From an optimization exercise on the open Yosys and OpenROAD flow, aimed at small area, a short achievable clock period and few clock cycles; shortcuts taken in it are not production practice.
The RTL was checked by simulation tests, not by an equivalence proof against the original design.

## flow/design.v (module list and top-level ports; edited modules follow where they fit)
// module CONV: 2274 lines
// module CONV_fa: 4 lines
module  CONV(
            input		  clk,
            input		  reset,
            output		  busy,
            input		  ready,
            output [11:0] iaddr,
            input  [19:0] idata,
            output	 	  cwr,
            output [11:0] caddr_wr,
            output [19:0] cdata_wr,
            output	 	  crd,
            output [11:0] caddr_rd,
            input  [19:0] cdata_rd,
            output [ 2:0] csel
        );
  // ...
==> flow/flow/run.sh <==
#!/bin/bash
# Own layout flow: the standard flow (standard.sh, unchanged synthesis,
# floorplan, power grid and tap cells), with buf_2 cells as the port buffers
# instead of the delay buffer buffer_ports picks by default
# The full make/ORFS output goes to flow_standard.log in the work folder;
# ORFS also keeps a log per step under orfs/logs.
set -euo pipefail
bash standard.sh \
  "BUFFER_PORTS_ARGS=-buffer_cell sky130_fd_sc_hd__buf_2" \
  finish > flow_standard.log 2>&1
==> flow/standard.sh <==
#!/bin/bash
# synth_recipe.tcl (not shown) runs the flow's synth.tcl, then flattens the netlist and writes it again
# the make line also repeats each setting of config.mk as NAME=value (left out here)
make -C /OpenROAD-flow-scripts/flow DESIGN_CONFIG=/design/flow/config.mk WORK_HOME=/design/flow/orfs CLKGATE_MAP_FILE= SYNTH_SCRIPT=/design/flow/synth_recipe.tcl "${@:-finish}"
==> flow/config.mk <==
export PLATFORM = sky130hd
export DESIGN_NAME = CONV
export DESIGN_NICKNAME = CONV
export VERILOG_FILES = /design/flow/design.v
export SDC_FILE = /design/flow/constraint.sdc
export NUM_CORES = 4
export LEC_CHECK = 0
export CAP_MARGIN = 20
export CORE_MARGIN = 2
export CORE_UTILIZATION = 40
export CTS_CLUSTER_DIAMETER = 100
export CTS_CLUSTER_SIZE = 25
export SLEW_MARGIN = 20
export SYNTH_HIERARCHICAL = 1
==> flow/constraint.sdc <==
create_clock -name core_clock -period 10.0 [get_ports {clk}]
set_input_delay 2.0000 -clock core_clock [delete_from_list [all_inputs] [get_ports {clk}]]
set_output_delay 2.0000 -clock core_clock [all_outputs]
set_load 0.01 [all_outputs]
==> results.toml, run 1 <==
[setup_path]
endpoint_kind = "flip-flop"

[layout]
nets = 3975
layout.cells.non_filler = 4272
drive_gt1_frac = 0.0687
top_register = "sr"
regArea_um2 = 18100
diodes = 2

[placed_design]
dp.cells = 4205
hpwl_um = 97100

[synthesis]
muxShareOfSynthArea = 0.00597
synth_adder_area_share = 0.488
synth.area.top_cells = "fa_1, dfxtp_1, ha_1"

[clock_tree]
cts_root_buf = "clkbuf_16"
clkLatencyLatePin_ps = 690
cts_max_level = 2
clock_path_buffers = 3

[min_path]
whs_endpoint = "sr[307]"
min_from = "sr[287]"

[floorplan]
fp.dieArea_um2 = 110000
fp.dieH_um = 332

[global_routing]
overflow = 0
antenna_found_initial = 11

[outcome]
status = "timing/DRC/antenna clean"

[drt]
drt-met1-wl_um = 53800
wl_per_cell_um = 29.3
vias = 21382

[sta]
period_needed_ps = 3600
hold_viol = 0
fin_setup_tns_ps = 0
Testbench counts, summed over its fixed seeds: cycles 94,302.
==> run 2: changes to the inputs <==
==> flow/run.sh (new file) <==
#!/bin/bash
# synth_recipe.tcl (not shown) runs the flow's synth.tcl, then flattens the netlist and writes it again
# the make line also repeats each setting of config.mk as NAME=value (left out here)
make -C /OpenROAD-flow-scripts/flow DESIGN_CONFIG=/design/flow/config.mk WORK_HOME=/design/flow/orfs CLKGATE_MAP_FILE= SYNTH_SCRIPT=/design/flow/synth_recipe.tcl finish
removed: flow/flow/run.sh
removed: flow/standard.sh
==> results.toml, run 2 <==
[drt]
wl_per_cell_um = 29.7
topRoutingLayerUsed = "met4"
firstDrtPassIters = 5
drc = 0
wl_met3_um = 8410
wl_met2_um = 58200
drt-met1-wl_um = 55400
initialDrtViolationCount = 1750
vias = 21409
wirelength_um = 127000
antenna_left = 0
routed_via_density = 5.00

[setup_path]
r2r-end = "r1[59]"
reg2reg_depth = 4
endpoint_kind = "output pin"
crit_buf_inv = 1
cp.arrival_ps = 1700
startpoint_type = "flip-flop"
critPathSlowestCell = "clkdlybuf4s50_1"
worst_path_dominant_cell_family = "buffers and inverters"
slowest_delay_ps = 570
path_class = "flip-flop to output pin"
r2r_start = "sr[447]"
cp.required_ps = 8000
reg2reg_slack_ps = 6390
crit_fanout = 5
path_cells = "clkdlybuf4s50_1"

[sta]
fin_setup_tns_ps = 0
hold_viol = 0
period_share = 0.370
skew_ps = 33.8
hold_ws_ps = 304
timing.fmax_mhz = 270
worst_slew_pin_slew_ps = 1190
setup_viol = 0
period_needed_ps = 3700
rsz0062_at_grt = "false"
maxSlewViolCount = 0
relSlewSlack = 0.208

[run]
cap_violations = 0

[synthesis]
synth_compound_area_frac = 0.0259
yosys_register_bits = 891
synth_adder_area_share = 0.488
avgSynthCellArea_um2 = 15.8
ys_warn_count = 7
synth_simple_gate_area_frac = 0.0216
ys.flop_type = "dfxtp_1"
muxShareOfSynthArea = 0.00597
synth_edf_count = 20
ys_types = 58
synthTopCellsByCount = "fa_1, dfxtp_1, inv_1"
synth-async-reset-ratio = 0.00449
syn-cell-area_um2 = 42900
synth_top_family_by_area = "adder cells"
synth_top_area_cell = "fa_1"
synth_cells = 2715
yosysSeqAreaShare = 0.420
post-synth-top-count-cell = "fa_1"
synth-xor-area-share = 0.0110
synth.area.top_cells = "fa_1, dfxtp_1, ha_1"
synth.top_cell.area_share = 0.461

[global_routing]
antenna_found_initial = 5
grt_max_degree = 46
first_global_vias = 24354
overflow = 0
grt_pass1_wl_um = 181000
track_usage = 0.238

[placed_design]
place_congestion = 0.982
place.port_buffers = 102
hpwl_um = 98800

[clock_tree]
hold_buffers = 0
cts_tree = "yes"
cts-resized-gates = 0
cts-buffers-inserted = 47
cts_sinks = 891
cts_root_buf = "clkbuf_16"
cts_max_level = 2
clock_path_buffers = 3
post-cts-setup-buffers = 0
clkLatencyLatePin_ps = 670
clk_pin_slew_ps = 100

[min_path]
hold_depth = 0
min_from = "sr[324]"
whs_endpoint = "sr[344]"
holdCritPathClass = "flip-flop to flip-flop"

[floorplan]
fp.dieH_um = 332
core_area_um2 = 107000
fp.dieArea_um2 = 110000
fp.dieW_um = 332
num_rows = 120
ios = 105
initial_core_util = 0.402

[layout]
final_core_util = 0.442
largest_register_ffs = 460
final_cell_mix = "fa_1, dfxtp_1, inv_1"
mostFrequentLayoutCell = "fa_1"
area_delta_synth_final_pct = 9.80
drive_gt1_frac = 0.0379
nets = 3982
reg_top3 = "sr (460), r1 (241), r2 (49)"
top_register = "sr"

[outcome]
status = "timing/DRC/antenna clean"
[run 2: cell types whose count changed in the layout (fill, tap and decap cells not counted), sizes merged]
cell and delta:
clkdlybuf4s50 +102, buf -97, clkinv +2, clkinvlp +2
diode +2, bufinv +1, clkbuf +1, inv +1
[run 2: final cells by class]
class                           count  area (um^2)
Multi-Input combinational cell   1561        23800
Fill cell                        9385        59600
Tap cell                         1403         1760
Timing Repair Buffer              116         1130
Clock inverter                     17          241
Inverter                          240          915
Antenna cell                        4         10.0
Clock buffer                       54         1230
Sequential cell                   891        18100
[run 2: per-layer routing]
metal  global-route usage  vias up
met5                    0        -
met4               0.0857        0
met3               0.0459      234
met2                0.370      771
met1                0.333    11811
li1                     -     8593
[run 2: kinds of logic (layout without fill, tap and decap cells)]
kind of cell | after synthesis | in the layout
AOI/OAI and AO/OA | 182 | 182
xor gates and xnor gates | 54 | 54
adders and majority gates | 1082 | 1082
buffers and inverters | 283 | 427
DFF | 891 | 891
muxes | 25 | 25
other | 2 | 26
and+or+nand+nor | 196 | 196
[run 2: worst max path at each step]
| stage | slack, ps | cells after the start | endpoint | from |
|---|---|---|---|---|
| after floorplan | 7170 | 7 | r2[14] | r1[127] |
| after global placement | 6470 | 4 | r1[59] | sr[46] |
| after detailed placement | 6510 | 11 | cdata_wr_r[19] | pm[18] |
| after CTS | 6230 | 1 | iaddr[2] | rx[2] |
| after global routing | 6220 | 1 | busy | busy_r |
| final | 6300 | 1 | crd | busy_r |
[run 2: per-stage QoR]
stage | area, um^2 | instances | setup WS (ps)
6_report | 47200 | 4286 | 6300
2_1_floorplan | 43000 | 2735 | 7170
5_1_grt | 47100 | 4282 | 6220
3_3_place_gp | 45700 | 4211 | 6470
3_5_place_dp | 45700 | 4211 | 6510
4_1_cts | 47100 | 4282 | 6230
[run 2: Yosys stat by module (local to each module, per instance)]
| module | cells inside | cell area [um^2] | copies in the design | flops+latches |
|---|---|---|---|---|
| CONV | 1728 | 23200 | 1 | 891 |
| CONV_fa | 1 | 20.0 | 987 | 0 |

## static timing again, ports no longer ideal
In the flow no input, the clock included, has a driving cell. The finished layouts below were timed again as built, in two steps. Step 1 (the two cells are an assumption about what drives the block):
set clk [get_ports {clk}]
set_driving_cell -lib_cell sky130_fd_sc_hd__clkbuf_16 $clk
set_driving_cell -lib_cell sky130_fd_sc_hd__buf_2 [delete_from_list [all_inputs] $clk]
Step 2 moves the port delays by t, midway between the first and last clock arrival at a register: inputs arrive t later, outputs are due t later. That takes back most of the time a late clock gives input paths. a / b / c = ideal / step 1 / step 2; a / b = the first two.
| run | t (ns) | setup slack, ns | worst slew at a driven data input, ns | cell pins on the clock port's net |
|---|---|---|---|---|
| run 1 | 0.731 | 6.397 / 6.397 / 6.397 | 0.05 | 1 |
| run 2 | 0.717 | 6.303 / 6.236 / 6.394 | 0.05 | 1 |
After both steps every run listed still meets setup and hold.
